This design comes from an exercise in tuning for small area, a short achievable clock period and few clock cycles per item on the open sky130 flow, not from production work.
Function was checked by simulation only, so behaviour that the tests miss may differ from the original.

run 1:
==> flow/design.v (excerpt) <==
module si570_math
(
    input             clk, resetn,
    input      [47:0] old_si570_regs,
    output     [47:0] new_si570_regs,
    output     [31:0] fxtal,
    input             start,
    output            idle
);
Size in the first run: about 240 flip-flops, roughly 130 I/O pins, roughly 24000 sq um of cells after synthesis.
clock: 6.5 ns
lec_check: 0
abc_area: 1
abc_clock_period_in_ps: 4000
cap_margin: 20
core_margin: 2
core_utilization: 50
setup_slack_margin: 2.5
slew_margin: 20
run.sh (not shown) runs the stock make flow with config.mk's settings and CLKGATE_MAP_FILE= SYNTH_SCRIPT=/design/flow/synth_recipe.tcl, a recipe that flattens the netlist after the stock synthesis.
Testbench counts of run 1, summed over its fixed seeds: cycles 7,572, items 384.
For run 2, these inputs were changed with respect to run 1:
- ABC_AREA no longer set, was 1
- ABC_CLOCK_PERIOD_IN_PS no longer set, was 4000
- SETUP_SLACK_MARGIN now 1.5, was 2.5
- CORE_UTILIZATION now 55, was 50
The startpoint of the worst setup timing path comes out k[4] in one run and k[0] in the other, namely in run 2 and run 1 respectively.
Of run 1 and run 2, the lower post-route clock period utilization belongs to run 1.
Hold slack of run 1 is on par with run 2.
Between run 1 and run 2, data arrival time of the critical path increased.
[compare] base=run 1 new=run 2: area of the die saw a decrease.
Number of cells in the finished layout apart from fillers in run 2 is 22% below run 1.
In the metrics for run 1 and run 2, the one carrying the lower multiplexer area fraction after synthesis is run 1.
The run showing the greater post-route cell area is run 1.
Synthesized cell count for run 2 is lower than for run 1.
A most frequent standard cell in the layout excluding fill and tap cells of sky130_fd_sc_hd__ha_1 is what run 2 shows, while sky130_fd_sc_hd__nand2_1 belongs to run 1.
Input-level comparison between run 3 and run 2:
- PLACE_DENSITY newly set to 0.72
- SETUP_SLACK_MARGIN changed from 1.5 to 2.5
- ABC_AREA newly set to 1
- ABC_CLOCK_PERIOD_IN_PS newly set to 4000
- CORE_UTILIZATION changed from 55 to 65
--- outcome ---
Run 3 finished end to end and its layout was clean on timing, DRC and antenna.
Changes observed in run 3 relative to run 2: utilization rose by 12 points; routed length per instance -3.5 um; timing-limited maximum frequency moved up.
Die area on run 3 is down relative to run 2.

* * *

Starting RTL as in the previous note.
==> flow/config.mk <==
export PLATFORM = sky130hd
export DESIGN_NAME = si570_math
export DESIGN_NICKNAME = si570_math
export VERILOG_FILES = /design/flow/design.v
export SDC_FILE = /design/flow/constraint.sdc
export NUM_CORES = 4
export LEC_CHECK = 0
export ABC_AREA = 1
export ABC_CLOCK_PERIOD_IN_PS = 4000
export CAP_MARGIN = 20
export CORE_MARGIN = 2
export CORE_UTILIZATION = 55
export CTS_CLUSTER_DIAMETER = 100
export CTS_CLUSTER_SIZE = 40
export SETUP_SLACK_MARGIN = 2.5
export SLEW_MARGIN = 20
==> flow/constraint.sdc <==
create_clock -name core_clock -period 6.5 [get_ports {clk}]
set_input_delay 1.3000 -clock core_clock [delete_from_list [all_inputs] [get_ports {clk}]]
set_output_delay 1.3000 -clock core_clock [all_outputs]
set_load 0.01 [all_outputs]
The starting point finished with timing, DRC and antenna clean.
Testbench counts at the start, summed over its fixed seeds: cycles 7,572, items 384.
==> next run, changes <==
Settings changed: CELL_PAD_IN_SITES_DETAIL_PLACEMENT set to 0, CELL_PAD_IN_SITES_GLOBAL_PLACEMENT set to 0, CTS_CLUSTER_DIAMETER 100 to not set, CTS_CLUSTER_SIZE 40 to not set.
=>
- The changed run finished with timing, DRC and antenna clean
- utilization is higher by 0.99 points
- hold slack got worse by 3.0 ps
- die area stays the same
- final area climbs by 1.6%
- setup slack improves by 69 ps
- wire length is higher by 1.1%
- clock-buffer cell count rises by 23
==> next run, changes <==
Settings changed: ABC_AREA 1 to not set, ABC_CLOCK_PERIOD_IN_PS 4000 to not set, CELL_PAD_IN_SITES_DETAIL_PLACEMENT 0 to not set, CELL_PAD_IN_SITES_GLOBAL_PLACEMENT 0 to not set.
Result:
- The new run ran to the end with no violations
- cell area shrinks by about 1.2%
- via count goes down by 11%
- sequential cell count stays the same
- sequential share of layout area is higher by 0.29 points
- synthesized cell count shrinks by about 24%
- clock-buffer cell count came out lower by 5

## what the ideal ports hide
The flow's constraints put no driver on any port. The routed layouts listed below were extracted and timed again, unchanged, in two steps. Step 1 sets driving cells, clkbuf_16 on the clock port and buf_2 on the other inputs (assumed; they add their load-dependent delay and slew). Step 2 adds t to the input delays and takes it off the output delays; t is the mean of the earliest and latest rising clock arrival at the registers after step 1. Input paths then give back, and output paths get back, about the clock's delay inside the block. Slacks: ideal / step 1 / step 2; pairs: ideal / step 1.
| run | shift t [ns] | slack for setup (ns) | worst setup path after step 2 | latest minus earliest clock arrival (ns) | pins driven straight from the clock port |
|---|---|---|---|---|---|
| run 1 | 0.647 | 2.539 / 2.539 / 2.033 | input to register | 0.017 / 0.018 | 1 |
| run 2 | 0.645 | 1.617 / 1.617 / 1.162 | input to register | 0.024 / 0.025 | 1 |
| run 3 | 0.623 | 2.487 / 2.487 / 2.014 | input to register | 0.037 / 0.037 | 1 |
| the first run of note 2 | 0.603 | 2.513 / 2.513 / 2.064 | input to register | 0.035 / 0.036 | 1 |
| the second run of note 2 | 0.630 | 2.582 / 2.582 / 2.039 | input to register | 0.030 / 0.030 | 1 |
| the third run of note 2 | 0.634 | 1.802 / 1.802 / 1.802 | register to register | 0.028 / 0.028 | 1 |
After both steps setup and hold are still met in every run listed. The setup slack of the second run of note 2, which loses most, moves by 0.000 ns with the drivers and by -0.543 ns with both steps.
